This design comes from an exercise in tuning for small area and a short achievable clock period on the open sky130 flow, not from production work. For this run, only the layout was checked, not whether the RTL still works.

==> flow/design.v <==
module mulc0 #(parameter R1 = 1, parameter R2 = 1) (
    input         clk,
    input  [31:0] x,
    input         sel,
    output [31:0] y
);
    wire [23:0] m  = {(x[30:23] != 8'h0), x[22:0]};
    wire [23:0] mn = ~m;
    wire [23:0] z  = 24'h0;
    wire [47:0] r0 = {24'h0, (mn & {24{~sel}})} << 0;
    wire [47:0] r1 = {24'h0, m} << 1;
    wire [47:0] r2 = {24'h0, (sel ? mn : m)} << 2;
    wire [47:0] r3 = {24'h0, m} << 4;
    wire [47:0] r4 = {24'h0, (m & {24{~sel}})} << 5;
    wire [47:0] r5 = {24'h0, (m & {24{sel}})} << 8;
    wire [47:0] r6 = {24'h0, (sel ? m : mn)} << 9;
    wire [47:0] r7 = {24'h0, m} << 11;
    wire [47:0] r8 = {24'h0, (m & {24{sel}})} << 13;
    wire [47:0] r9 = {24'h0, (mn & {24{~sel}})} << 14;
    wire [47:0] r10 = {24'h0, m} << 16;
    wire [47:0] r11 = {24'h0, m} << 17;
    wire [47:0] r12 = {24'h0, (m & {24{sel}})} << 19;
    wire [47:0] r13 = {24'h0, (sel ? m : mn)} << 20;
    wire [47:0] r14 = {24'h0, (mn & {24{sel}})} << 23;
    wire [47:0] r15 = {24'h0, m} << 24;
    wire [47:0] kc = {~sel, 1'b1, 1'b1, sel, 1'b1, 1'b1, 1'b1, 1'b1, 1'b1, sel, 1'b1, 1'b1, 1'b1, 1'b1, sel, 1'b1, 1'b1, 1'b1, 1'b1, 1'b1, 1'b1, 1'b1, ~sel, ~sel, sel, 1'b0, 1'b0, ~sel, 1'b0, 1'b0, 1'b0, 1'b0, 1'b0, ~sel, 1'b0, 1'b0, 1'b0, 1'b0, ~sel, 1'b0, 1'b0, 1'b0, 1'b0, 1'b0, 1'b0, sel, 1'b0, ~sel};
    wire [47:0] p = r0 + r1 + r2 + r3 + r4 + r5 + r6 + r7 + r8 + r9 + r10 + r11 + r12 + r13 + r14 + r15 + kc;
    wire st47 = sel ? (|m[21:0]) : (|m[22:0]);
    wire st46 = sel ? (|m[20:0]) : (|m[21:0]);
    wire [9:0] eh = sel ? 10'd123 : 10'd121;
    wire sgn = x[31] ^ (sel ? 1'b1 : 1'b1);
    wire nan  = (&x[30:23]) & (|x[22:0]);
    wire inf  = (&x[30:23]) & ~(|x[22:0]);
    wire zero = ~(|x[30:0]);
    wire [9:0] es = {2'b0, x[30:23]} + eh - 10'd127;
    wire [25:0] p1; wire s47_1, s46_1, sgn1, nan1, inf1, zero1; wire [9:0] es1;
    pipe #(.W(26+6+10), .EN(R1)) u_p1(clk, {p[47:22], st47, st46, sgn, nan, inf, zero, es},
                                        {p1, s47_1, s46_1, sgn1, nan1, inf1, zero1, es1});
    wire        hi  = p1[25];
    wire [23:0] mn3 = hi ? p1[25:2] : p1[24:1];
    wire        rnd = hi ? (p1[1] & s47_1) : (p1[0] & s46_1);
    wire [24:0] mr  = {1'b0, mn3} + rnd;
    wire [9:0]  ef  = es1 + hi + mr[24];
    wire [31:0] res = nan1 ? 32'h7fc00000 :
                      inf1 ? {sgn1, 8'hff, 23'h0} :
                      zero1 ? {sgn1, 31'h0} :
                      ($signed(ef) >= 255) ? {sgn1, 8'hff, 23'h0} :
                      ($signed(ef) <= 0) ? {sgn1, 31'h0} :
                      {sgn1, ef[7:0], mr[22:0]};
    pipe #(.W(32), .EN(R2)) u_p2(clk, res, y);
endmodule
module mulc1 #(parameter R1 = 1, parameter R2 = 1) (
    input         clk,
    input  [31:0] x,
    input         sel,
    output [31:0] y
);
    wire [23:0] m  = {(x[30:23] != 8'h0), x[22:0]};
    wire [23:0] mn = ~m;
    wire [23:0] z  = 24'h0;
    wire [47:0] r0 = {24'h0, (m & {24{~sel}})} << 0;
    wire [47:0] r1 = {24'h0, (m & {24{~sel}})} << 1;
    wire [47:0] r2 = {24'h0, (mn & {24{~sel}})} << 4;
    wire [47:0] r3 = {24'h0, mn} << 5;
    wire [47:0] r4 = {24'h0, (m & {24{~sel}})} << 9;
    wire [47:0] r5 = {24'h0, (m & {24{sel}})} << 11;
    wire [47:0] r6 = {24'h0, m} << 14;
    wire [47:0] r7 = {24'h0, (sel ? m : mn)} << 15;
    wire [47:0] r8 = {24'h0, mn} << 17;
    wire [47:0] r9 = {24'h0, (m & {24{~sel}})} << 20;
    wire [47:0] r10 = {24'h0, (mn & {24{~sel}})} << 22;
    wire [47:0] r11 = {24'h0, m} << 24;
    wire [47:0] kc = {1'b1, sel, 1'b1, 1'b1, 1'b1, 1'b1, 1'b0, 1'b1, sel, 1'b1, 1'b1, 1'b1, 1'b1, 1'b1, 1'b1, 1'b1, 1'b1, 1'b1, sel, ~sel, 1'b0, 1'b0, 1'b0, 1'b0, 1'b0, ~sel, 1'b0, 1'b0, 1'b0, 1'b0, 1'b1, 1'b0, ~sel, 1'b0, 1'b0, 1'b0, 1'b0, 1'b0, 1'b0, 1'b0, 1'b0, 1'b0, 1'b1, ~sel, 1'b0, 1'b0, 1'b0, 1'b0};
    wire [47:0] p = r0 + r1 + r2 + r3 + r4 + r5 + r6 + r7 + r8 + r9 + r10 + r11 + kc;
    wire st47 = sel ? (|m[17:0]) : (|m[22:0]);
    wire st46 = sel ? (|m[16:0]) : (|m[21:0]);
    wire [9:0] eh = sel ? 10'd125 : 10'd126;
    wire sgn = x[31] ^ (sel ? 1'b0 : 1'b0);
    wire nan  = (&x[30:23]) & (|x[22:0]);
    wire inf  = (&x[30:23]) & ~(|x[22:0]);
    wire zero = ~(|x[30:0]);
    wire [9:0] es = {2'b0, x[30:23]} + eh - 10'd127;
    wire [25:0] p1; wire s47_1, s46_1, sgn1, nan1, inf1, zero1; wire [9:0] es1;
    pipe #(.W(26+6+10), .EN(R1)) u_p1(clk, {p[47:22], st47, st46, sgn, nan, inf, zero, es},
                                        {p1, s47_1, s46_1, sgn1, nan1, inf1, zero1, es1});
    wire        hi  = p1[25];
    wire [23:0] mn3 = hi ? p1[25:2] : p1[24:1];
    wire        rnd = hi ? (p1[1] & s47_1) : (p1[0] & s46_1);
    wire [24:0] mr  = {1'b0, mn3} + rnd;
    wire [9:0]  ef  = es1 + hi + mr[24];
    wire [31:0] res = nan1 ? 32'h7fc00000 :
                      inf1 ? {sgn1, 8'hff, 23'h0} :
                      zero1 ? {sgn1, 31'h0} :
                      ($signed(ef) >= 255) ? {sgn1, 8'hff, 23'h0} :
                      ($signed(ef) <= 0) ? {sgn1, 31'h0} :
                      {sgn1, ef[7:0], mr[22:0]};
    pipe #(.W(32), .EN(R2)) u_p2(clk, res, y);
endmodule
module mulc2 #(parameter R1 = 1, parameter R2 = 1) (
    input         clk,
    input  [31:0] x,
    input         sel,
    output [31:0] y
);
    wire [23:0] m  = {(x[30:23] != 8'h0), x[22:0]};
    wire [23:0] mn = ~m;
    wire [23:0] z  = 24'h0;
    wire [47:0] r0 = {24'h0, (m & {24{sel}})} << 0;
    wire [47:0] r1 = {24'h0, (mn & {24{~sel}})} << 1;
    wire [47:0] r2 = {24'h0, (m & {24{sel}})} << 4;
    wire [47:0] r3 = {24'h0, (mn & {24{~sel}})} << 5;
    wire [47:0] r4 = {24'h0, m} << 6;
    wire [47:0] r5 = {24'h0, (sel ? m : mn)} << 7;
    wire [47:0] r6 = {24'h0, (m & {24{~sel}})} << 10;
    wire [47:0] r7 = {24'h0, (mn & {24{~sel}})} << 12;
    wire [47:0] r8 = {24'h0, (mn & {24{~sel}})} << 14;
    wire [47:0] r9 = {24'h0, (sel ? m : mn)} << 15;
    wire [47:0] r10 = {24'h0, (m & {24{~sel}})} << 18;
    wire [47:0] r11 = {24'h0, m} << 19;
    wire [47:0] r12 = {24'h0, (m & {24{sel}})} << 20;
    wire [47:0] r13 = {24'h0, (m & {24{~sel}})} << 22;
    wire [47:0] r14 = {24'h0, m} << 23;
    wire [47:0] kc = {~sel, ~sel, ~sel, ~sel, ~sel, ~sel, ~sel, ~sel, 1'b0, 1'b0, ~sel, 1'b0, ~sel, ~sel, ~sel, ~sel, 1'b0, ~sel, 1'b0, ~sel, ~sel, ~sel, ~sel, 1'b0, 1'b0, 1'b0, 1'b0, 1'b0, 1'b0, 1'b0, 1'b0, 1'b0, ~sel, ~sel, 1'b0, ~sel, 1'b0, 1'b0, 1'b0, 1'b0, ~sel, 1'b0, ~sel, 1'b0, 1'b0, 1'b0, ~sel, 1'b0};
    wire [47:0] p = r0 + r1 + r2 + r3 + r4 + r5 + r6 + r7 + r8 + r9 + r10 + r11 + r12 + r13 + r14 + kc;
    wire st47 = sel ? (|m[22:0]) : (|m[21:0]);
    wire st46 = sel ? (|m[21:0]) : (|m[20:0]);
    wire [9:0] eh = sel ? 10'd125 : 10'd123;
    wire sgn = x[31] ^ (sel ? 1'b0 : 1'b1);
    wire nan  = (&x[30:23]) & (|x[22:0]);
    wire inf  = (&x[30:23]) & ~(|x[22:0]);
    wire zero = ~(|x[30:0]);
    wire [9:0] es = {2'b0, x[30:23]} + eh - 10'd127;
    wire [25:0] p1; wire s47_1, s46_1, sgn1, nan1, inf1, zero1; wire [9:0] es1;
    pipe #(.W(26+6+10), .EN(R1)) u_p1(clk, {p[47:22], st47, st46, sgn, nan, inf, zero, es},
                                        {p1, s47_1, s46_1, sgn1, nan1, inf1, zero1, es1});
    wire        hi  = p1[25];
    wire [23:0] mn3 = hi ? p1[25:2] : p1[24:1];
    wire        rnd = hi ? (p1[1] & s47_1) : (p1[0] & s46_1);
    wire [24:0] mr  = {1'b0, mn3} + rnd;
    wire [9:0]  ef  = es1 + hi + mr[24];
    wire [31:0] res = nan1 ? 32'h7fc00000 :
                      inf1 ? {sgn1, 8'hff, 23'h0} :
                      zero1 ? {sgn1, 31'h0} :
                      ($signed(ef) >= 255) ? {sgn1, 8'hff, 23'h0} :
                      ($signed(ef) <= 0) ? {sgn1, 31'h0} :
                      {sgn1, ef[7:0], mr[22:0]};
    pipe #(.W(32), .EN(R2)) u_p2(clk, res, y);
endmodule
module mulc3 #(parameter R1 = 1, parameter R2 = 1) (
    input         clk,
    input  [31:0] x,
    input         sel,
    output [31:0] y
);
    wire [23:0] m  = {(x[30:23] != 8'h0), x[22:0]};
    wire [23:0] mn = ~m;
    wire [23:0] z  = 24'h0;
    wire [47:0] r0 = {24'h0, mn} << 0;
    wire [47:0] r1 = {24'h0, m} << 5;
    wire [47:0] r2 = {24'h0, m} << 6;
    wire [47:0] r3 = {24'h0, (m & {24{sel}})} << 7;
    wire [47:0] r4 = {24'h0, (mn & {24{~sel}})} << 10;
    wire [47:0] r5 = {24'h0, (m & {24{sel}})} << 15;
    wire [47:0] r6 = {24'h0, (m & {24{sel}})} << 17;
    wire [47:0] r7 = {24'h0, m} << 18;
    wire [47:0] r8 = {24'h0, (m & {24{sel}})} << 19;
    wire [47:0] r9 = {24'h0, (m & {24{sel}})} << 22;
    wire [47:0] r10 = {24'h0, m} << 23;
    wire [47:0] kc = {1'b1, 1'b1, 1'b1, 1'b1, 1'b1, 1'b1, 1'b1, 1'b1, 1'b1, 1'b1, 1'b1, 1'b1, 1'b1, sel, 1'b1, 1'b1, 1'b1, 1'b1, 1'b1, 1'b1, 1'b1, 1'b1, 1'b1, 1'b1, 1'b0, 1'b0, 1'b0, 1'b0, 1'b0, 1'b0, 1'b0, 1'b0, 1'b0, 1'b0, 1'b0, 1'b0, 1'b0, ~sel, 1'b0, 1'b0, 1'b0, 1'b0, 1'b0, 1'b0, 1'b0, 1'b0, 1'b0, 1'b1};
    wire [47:0] p = r0 + r1 + r2 + r3 + r4 + r5 + r6 + r7 + r8 + r9 + r10 + kc;
    wire st47 = sel ? (|m[22:0]) : (|m[22:0]);
    wire st46 = sel ? (|m[21:0]) : (|m[21:0]);
    wire [9:0] eh = sel ? 10'd120 : 10'd122;
    wire sgn = x[31] ^ (sel ? 1'b1 : 1'b0);
    wire nan  = (&x[30:23]) & (|x[22:0]);
    wire inf  = (&x[30:23]) & ~(|x[22:0]);
    wire zero = ~(|x[30:0]);
    wire [9:0] es = {2'b0, x[30:23]} + eh - 10'd127;
    wire [25:0] p1; wire s47_1, s46_1, sgn1, nan1, inf1, zero1; wire [9:0] es1;
    pipe #(.W(26+6+10), .EN(R1)) u_p1(clk, {p[47:22], st47, st46, sgn, nan, inf, zero, es},
                                        {p1, s47_1, s46_1, sgn1, nan1, inf1, zero1, es1});
    wire        hi  = p1[25];
    wire [23:0] mn3 = hi ? p1[25:2] : p1[24:1];
    wire        rnd = hi ? (p1[1] & s47_1) : (p1[0] & s46_1);
    wire [24:0] mr  = {1'b0, mn3} + rnd;
    wire [9:0]  ef  = es1 + hi + mr[24];
    wire [31:0] res = nan1 ? 32'h7fc00000 :
                      inf1 ? {sgn1, 8'hff, 23'h0} :
                      zero1 ? {sgn1, 31'h0} :
                      ($signed(ef) >= 255) ? {sgn1, 8'hff, 23'h0} :
                      ($signed(ef) <= 0) ? {sgn1, 31'h0} :
                      {sgn1, ef[7:0], mr[22:0]};
    pipe #(.W(32), .EN(R2)) u_p2(clk, res, y);
endmodule
module pipe #(parameter W = 1, parameter EN = 1) (
    input          clk,
    input  [W-1:0] d,
    output [W-1:0] q
);
    generate
        if (EN) begin : g_reg
            reg [W-1:0] r;
            always @(posedge clk) r <= d;
            assign q = r;
        end else begin : g_wire
            assign q = d;
        end
    endgenerate
endmodule
module fadd #(parameter R1 = 1, parameter R2 = 1, parameter R3 = 1) (
    input         clk,
    input  [31:0] a,
    input  [31:0] b,
    output [31:0] y
);
    wire        swap = a[30:0] < b[30:0];
    wire [31:0] big  = swap ? b : a;
    wire [31:0] sml  = swap ? a : b;
    wire [7:0]  eb   = big[30:23];
    wire [7:0]  es   = sml[30:23];
    wire [23:0] mb   = {(eb != 8'h0), big[22:0]};
    wire [23:0] ms   = {(es != 8'h0), sml[22:0]};
    wire [7:0]  sh   = eb - es;
    wire [25:0] t    = {ms, 2'b00} >> sh;
    reg st;
    integer j;
    always @* begin
        st = 1'b0;
        for (j = 0; j < 24; j = j + 1)
            if (ms[j] && sh >= j + 3 && sh <= j + 24) st = 1'b1;
    end
    wire        sub  = a[31] ^ b[31];
    wire nan_a = (&a[30:23]) & (|a[22:0]);
    wire nan_b = (&b[30:23]) & (|b[22:0]);
    wire inf_a = (&a[30:23]) & ~(|a[22:0]);
    wire inf_b = (&b[30:23]) & ~(|b[22:0]);
    wire zz    = ~(|a[30:0]) & ~(|b[30:0]);
    wire nanr  = nan_a | nan_b | (inf_a & inf_b & (a[31] ^ b[31]));
    wire infr  = inf_a | inf_b;
    wire sgn   = zz ? (a[31] | b[31]) : big[31];
    wire [23:0] mb1; wire [25:0] t1; wire st1, sub1, sgn1, nan1, inf1, zz1; wire [7:0] eb1;
    pipe #(.W(24+26+6+8), .EN(R1)) u_p1(clk, {mb, t, st, sub, sgn, nanr, infr, zz, eb},
                                        {mb1, t1, st1, sub1, sgn1, nan1, inf1, zz1, eb1});
    wire [26:0] r = sub1 ? ({1'b0, mb1, 2'b00} - {1'b0, t1} - st1)
                         : ({1'b0, mb1, 2'b00} + {1'b0, t1});
    wire [26:0] r2; wire sgn2, nan2, inf2, zz2; wire [7:0] eb2;
    pipe #(.W(27+4+8), .EN(R2)) u_p2(clk, {r, sgn1, nan1, inf1, zz1, eb1}, {r2, sgn2, nan2, inf2, zz2, eb2});
    reg [4:0] lz;
    integer i;
    always @* begin
        lz = 5'd26;
        for (i = 0; i <= 26; i = i + 1)
            if (r2[i]) lz = 26 - i;
    end
    wire [26:0] rn   = r2 << lz;
    wire        zr   = (r2[26:2] == 25'h0);             
    wire [8:0]  e9   = {1'b0, eb2} + 9'd1 - {4'h0, lz};    
    wire [31:0] res  = nan2 ? 32'h7fc00000 :
                       inf2 ? {sgn2, 8'hff, 23'h0} :
                       zz2 ? {sgn2, 31'h0} :
                       zr ? 32'h0 :
                       (e9 == 9'd0) ? 32'h0 :
                       (e9 >= 9'd255) ? {sgn2, 8'hff, 23'h0} :
                       {sgn2, e9[7:0], rn[25:3]};
    pipe #(.W(32), .EN(R3)) u_p3(clk, res, y);
endmodule
module sym4_dec_fir_fp32 #(
    parameter [31:0] DEC_H0 = 32'hbd9b2b0e,  
    parameter [31:0] DEC_H1 = 32'hbcf2c635,  
    parameter [31:0] DEC_H2 = 32'h3efec7e0,  
    parameter [31:0] DEC_H3 = 32'h3f4dc1d3,  
    parameter [31:0] DEC_H4 = 32'h3e9880d1,  
    parameter [31:0] DEC_H5 = 32'hbdcb339e,  
    parameter [31:0] DEC_H6 = 32'hbc4e80df,  
    parameter [31:0] DEC_H7 = 32'h3d03fc5f   
)(
    input         clk,
    input         rstn,
    input         din_valid,
    input  [31:0] din,
    output        dout_valid,
    output [31:0] dout
);
localparam M1 = 1, M2 = 1;                
localparam A1 = 1, A2 = 1, A3 = 1;        
localparam LM = M1 + M2;
localparam LA = A1 + A2 + A3;
localparam [31:0] P1_INIT  = 32'h00000000;    
localparam [31:0] P3_INIT  = 32'h80000000;    
localparam [31:0] S23_INIT = 32'h80000000;    
reg        phase;
reg        v0;
reg        par0;
reg [31:0] x0;
always @(posedge clk or negedge rstn) begin
    if (!rstn) begin
        phase <= 1'b0;
        v0    <= 1'b0;
    end else begin
        v0 <= din_valid;
        if (din_valid) phase <= ~phase;
    end
end
always @(posedge clk) begin
    x0   <= din;
    par0 <= phase;
end
wire [31:0] q0, q1, q2, q3;
mulc0 #(.R1(M1), .R2(M2)) u_m0(clk, x0, par0, q0);
mulc1 #(.R1(M1), .R2(M2)) u_m1(clk, x0, par0, q1);
mulc2 #(.R1(M1), .R2(M2)) u_m2(clk, x0, par0, q2);
mulc3 #(.R1(M1), .R2(M2)) u_m3(clk, x0, par0, q3);
wire vm, pm;
vdelay #(.N(LM)) u_vm(clk, rstn, v0 & par0, vm);       
wire ve;
vdelay #(.N(LM)) u_ve(clk, rstn, v0 & ~par0, ve);      
reg [31:0] e0, e1, e2, e3;
always @(posedge clk)
    if (ve) begin
        e0 <= q0; e1 <= q1; e2 <= q2; e3 <= q3;
    end
wire [31:0] pr0, pr1, pr2, pr3;
fadd #(.R1(A1), .R2(A2), .R3(A3)) u_a0(clk, q0, e0, pr0);
fadd #(.R1(A1), .R2(A2), .R3(A3)) u_a1(clk, q1, e1, pr1);
fadd #(.R1(A1), .R2(A2), .R3(A3)) u_a2(clk, q2, e2, pr2);
fadd #(.R1(A1), .R2(A2), .R3(A3)) u_a3(clk, q3, e3, pr3);
wire va;
vdelay #(.N(LA)) u_va(clk, rstn, vm, va);
reg [31:0] p1h, p3h;
always @(posedge clk or negedge rstn)
    if (!rstn) begin
        p1h <= P1_INIT;
        p3h <= P3_INIT;
    end else if (va) begin
        p1h <= pr1;
        p3h <= pr3;
    end
wire [31:0] s01, s23;
fadd #(.R1(A1), .R2(A2), .R3(A3)) u_b0(clk, pr0, p1h, s01);
fadd #(.R1(A1), .R2(A2), .R3(A3)) u_b1(clk, pr2, p3h, s23);
wire vb;
vdelay #(.N(LA)) u_vb(clk, rstn, va, vb);
reg [31:0] s23a, s23b;
always @(posedge clk or negedge rstn)
    if (!rstn) begin
        s23a <= S23_INIT;
        s23b <= S23_INIT;
    end else if (vb) begin
        s23a <= s23;
        s23b <= s23a;
    end
fadd #(.R1(A1), .R2(A2), .R3(A3)) u_c0(clk, s01, s23b, dout);
vdelay #(.N(LA)) u_vc(clk, rstn, vb, dout_valid);
endmodule
module vdelay #(parameter N = 1) (
    input  clk,
    input  rstn,
    input  d,
    output q
);
    generate
        if (N == 0) begin : g_wire
            assign q = d;
        end else begin : g_reg
            reg [N-1:0] r;
            always @(posedge clk or negedge rstn)
                if (!rstn) r <= {N{1'b0}};
                else       r <= (r << 1) | d;
            assign q = r[N-1];
        end
    endgenerate
endmodule
==> flow/run.sh <==
#!/bin/bash
# synth_recipe.tcl (not shown) runs the flow's synth.tcl, then flattens the netlist and writes it again
# the make line also repeats each setting of config.mk as NAME=value (left out here)
make -C /OpenROAD-flow-scripts/flow DESIGN_CONFIG=/design/flow/config.mk WORK_HOME=/design/flow/orfs CLKGATE_MAP_FILE= SYNTH_SCRIPT=/design/flow/synth_recipe.tcl finish
==> flow/config.mk <==
export PLATFORM = sky130hd
export DESIGN_NAME = sym4_dec_fir_fp32
export DESIGN_NICKNAME = sym4_dec_fir_fp32
export VERILOG_FILES = /design/flow/design.v
export SDC_FILE = /design/flow/constraint.sdc
export NUM_CORES = 4
export LEC_CHECK = 0
export CAP_MARGIN = 20
export CORE_MARGIN = 2
export CORE_UTILIZATION = 30
export PLACE_DENSITY = 0.42
export SLEW_MARGIN = 20
==> flow/constraint.sdc <==
create_clock -name core_clock -period 10.0 [get_ports {clk}]
set_input_delay 2.0000 -clock core_clock [delete_from_list [all_inputs] [get_ports {clk}]]
set_output_delay 2.0000 -clock core_clock [all_outputs]
set_load 0.01 [all_outputs]
==> run notes <==
placed cells by master, fill, tap and decap left out, types with 81 or more instances in the layout:
| cell | n |
|---|---|
| fa_1 | 871 |
| dfxtp_1 | 1254 |
| o21ai_0 | 822 |
| a21oi_1 | 1038 |
| nor3_1 | 392 |
| o21a_1 | 124 |
| a31oi_1 | 114 |
| nand3_1 | 298 |
| nand2b_1 | 136 |
| inv_1 | 1970 |
| mux2i_1 | 618 |
| and2_1 | 93 |
| clkbuf_16 | 203 |
| or3_1 | 81 |
| nor2b_1 | 130 |
| edfxtp_1 | 128 |
| xnor2_1 | 481 |
| nand2_1 | 1232 |
| mux2_2 | 199 |
| buf_4 | 363 |
| xor2_1 | 199 |
| and3_1 | 130 |
| nand4_1 | 126 |
| nor4_1 | 184 |
| nor2_1 | 1294 |
| o21bai_1 | 118 |
| a211oi_1 | 190 |
| a21o_1 | 165 |
| dfrtp_1 | 137 |
| ha_1 | 1618 |
through the flow:
stage	util, %	setup slack [ns]	TNS, ns
finish	33.8	0.243	0
global route	33.8	-0.0813	-0.271
CTS	33.7	0.0419	0
detailed placement	32.2	0.0906	0
global placement	32.2	0.0971	0
floorplan	-	-0.362	-1.68
layer usage:
metal | track usage [%] | up-vias | part of all wire [%]
met3 | 2.18 | 646 | 4.3
li1 | - | 54865 | -
met2 | 34.6 | 2423 | 46
met5 | 0 | - | 0.0027
met4 | 6.62 | 2 | 3.7
met1 | 27.9 | 54009 | 46
state kept, by name (all words and copies together) (netlist names), 38 cells and up:
name / count
u_a0.u_p2.g_reg.r: 39
u_c0.u_p2.g_reg.r: 39
u_a0.u_p1.g_reg.r: 64
u_m3.u_p1.g_reg.r: 42
u_b1.u_p1.g_reg.r: 64
u_m0.u_p1.g_reg.r: 38
u_a1.u_p2.g_reg.r: 39
u_a3.u_p1.g_reg.r: 64
u_b1.u_p2.g_reg.r: 39
u_a2.u_p1.g_reg.r: 64
u_c0.u_p1.g_reg.r: 64
u_a1.u_p1.g_reg.r: 64
u_m1.u_p1.g_reg.r: 39
u_b0.u_p1.g_reg.r: 64
u_a3.u_p2.g_reg.r: 39
u_m2.u_p1.g_reg.r: 39
u_a2.u_p2.g_reg.r: 39
u_b0.u_p2.g_reg.r: 39
kinds of logic (layout without fill, tap and decap cells):
| kind of cell | Yosys count | in the layout | share of synthesized area [%] |
|---|---|---|---|
| buffers and inverters | 2507 | 2785 | 6.91 |
| and+or+nand+nor | 4256 | 4256 | 14.3 |
| other | 0 | 26 | 0 |
| AOI/OAI and AO/OA | 3442 | 3442 | 15.8 |
| DFF | 1535 | 1535 | 23.8 |
| adders and majority gates | 2510 | 2510 | 27.7 |
| muxes | 869 | 869 | 6.99 |
| xor gates and xnor gates | 705 | 705 | 4.51 |
synthesized netlist by cell type, types with 298 or more instances:
cell / instances / area share (%)
nand3_1: 298 / 1.1
ha_1: 1631 / 15
dfxtp_1: 1264 / 18
nor2_1: 1295 / 3.5
a21oi_1: 1059 / 3.9
fa_1: 875 / 13
mux2i_1: 618 / 4.5
nor3_1: 395 / 1.4
clkbuf_1: 429 / 1.2
inv_1: 1974 / 5.4
nand2_1: 1233 / 3.4
o21ai_0: 837 / 3.1
xnor2_1: 501 / 3.2
repair_timing:
action	in CTS	in global routing
buffers inserted	0	22
setup endpoints to repair	0	24
resized for setup	0	66
critical path, delay by kind of cell, from the launching register on:
family	cells	cell delay [ns]
and+or+nand+nor	4	0.90
adders and majority gates	8	3.10
buffers and inverters	4	0.40
DFF	1	0.40
xor gates and xnor gates	2	0.25
AOI/OAI and AO/OA	20	4.62
worst paths after layout:
path	start	end	depth (start not counted)
min in group asynchronous	rstn	u_vc.g_reg.r[2]$_DFF_PN0_	1
worst min-delay path	u_ve.g_reg.r[0]$_DFF_PN0_	u_ve.g_reg.r[1]$_DFF_PN0_	0
max in group asynchronous	rstn	p1h[7]$_DFFE_PN0P_	2
worst max-delay path	par0$_DFF_P_	u_m1.u_p1.g_reg.r[39]$_DFF_P_	38
worst max register to register	par0$_DFF_P_	u_m1.u_p1.g_reg.r[39]$_DFF_P_	38
worst min register to register	u_ve.g_reg.r[0]$_DFF_PN0_	u_ve.g_reg.r[1]$_DFF_PN0_	0
final cells by class:
class,count,area [µm²]
well taps,6000,7510
diodes,26,65.1
flip-flops and latches,1535,32800
fillers,47728,302000
multi-input cells,11782,95900
clock buffers,255,5530
clock inverters,102,1220
inverters,1988,7470
repair buffers,440,3570
==> impl_results.md <==
- Status: no timing/DRC/antenna violations
- DRC viols: 0
- Worst setup path class: reg2reg
- H-tree depth: 4
- Vias in the first global route: around 110k
- Critical Path RT: 10.81 ns
- Hold slack: around 0.3 ns
- Post-synth EDFFs: between 100 and 150
- Synthesis-stage register bit count: 1535
- Layout cell share with drive strength beyond 1: 7.43%
- Critical path's largest stage delay: 0.55 ns
- Crit path time final: between 9 and 10 ns
- WL per Instance: 22.0 µm
- Std-Cell Rows: 248
- Placed cells: between 20000 and 25000
- DR pass1 iterations: 7
- Area of the core: about 0.46 mm²
- Fin area: 0.154 mm²
- Vias per cell: 5.06
- Final Hold Fails: 0
- Fmax: 0.102 GHz
- Crit path arrival time: 10.57 ns
- Headroom to the max-slew limit: 25.0%
- Inserted Clock Buffers: 193
- Synth Cell Area: 0.137 mm²
- Syn Nets: 18365
- Final Wtd Congestion: 0.958
- Grt total ovfl: 0
- CTS root buffer: clkbuf_16
- Die Height: between 600 and 700 µm
- Number of port buffers: between 60 and 70
- Die area: 0.463 mm²
- Pins Over Slew Limit: 0
- Die X: 680 µm
- Yosys cell types: 113
- Clock skew: about 0.13 ns
- Detailed Place HPWL: about 390000 µm
- Tot GR Track Use: 20.7%
- R2r setup slk: approximately 0.24 ns
- Final Cycle Share: 97.6%
- RSZ-0062 raised after global routing: yes
- Largest net degree at the start of global routing: 90
- Post-DRT Antenna Nets: 0
- Clock slew at reported path FFs: 0.07 ns
- CTS tree: done
- Worst-path fanout max: 7
- Initial antenna violation count: 14
- Setup violations, final: 0
- Mapped Cells: 15824
- Post-CTS Hold Buffers: 0
- Hold Path Class: reg2reg
- Clk sinks: 1535
- Initial detailed-routing violation count: 7297
- Finished Layout Cells: 22128
- Final #Nets: 18481
- Clk buf depth: 4
- Sequential share of the synthesized area: a little under a quarter
- # IOs: 68
- CP max-delay cell: fa_2
- First-pass GRT wire length: 736000 µm
- Area after DPL: 0.147 mm²
- Clock Latency Late Sink: 0.98 ns
- CP endpoint kind: flop
- WL final: 488000 µm
- Slew @ Worst Pin: between 1 and 1.5 ns
- Initial core utilization: 30.1%
- Yosys warnings: 8
- MaxCap Viol Count: 0
- Crit path launch type: flop
- Post-synth top flop: dfxtp_1
- Via count: 111945
- Synthesis-to-finish area growth: 12.2%
- Fraction of registers with async set/reset: a little under a tenth
- Avg Cell Area, Syn: 8.67 µm²

-- what the ideal ports hide --
Ports are ideal in the flow. The routed layout listed here was re-timed in OpenROAD.
Step 1: set_driving_cell puts a clkbuf_16 on clk and a buf_2 on each other input, an assumption about the parent block.
Step 2 also shifts input and output timing later by t, the mid clock arrival at the registers, as if the neighbouring blocks saw the same clock.
Slacks: no drivers / after step 1 / after step 2; pairs: no drivers / after step 1.
t (ns): 1.022
setup slack, ns: 0.243 / 0.243 / 0.243
cell pins on the clock port's net: 1
After both steps this run still meets setup and hold. The setup slack of this run moves by 0.000 ns with the drivers and by 0.000 ns with both steps.
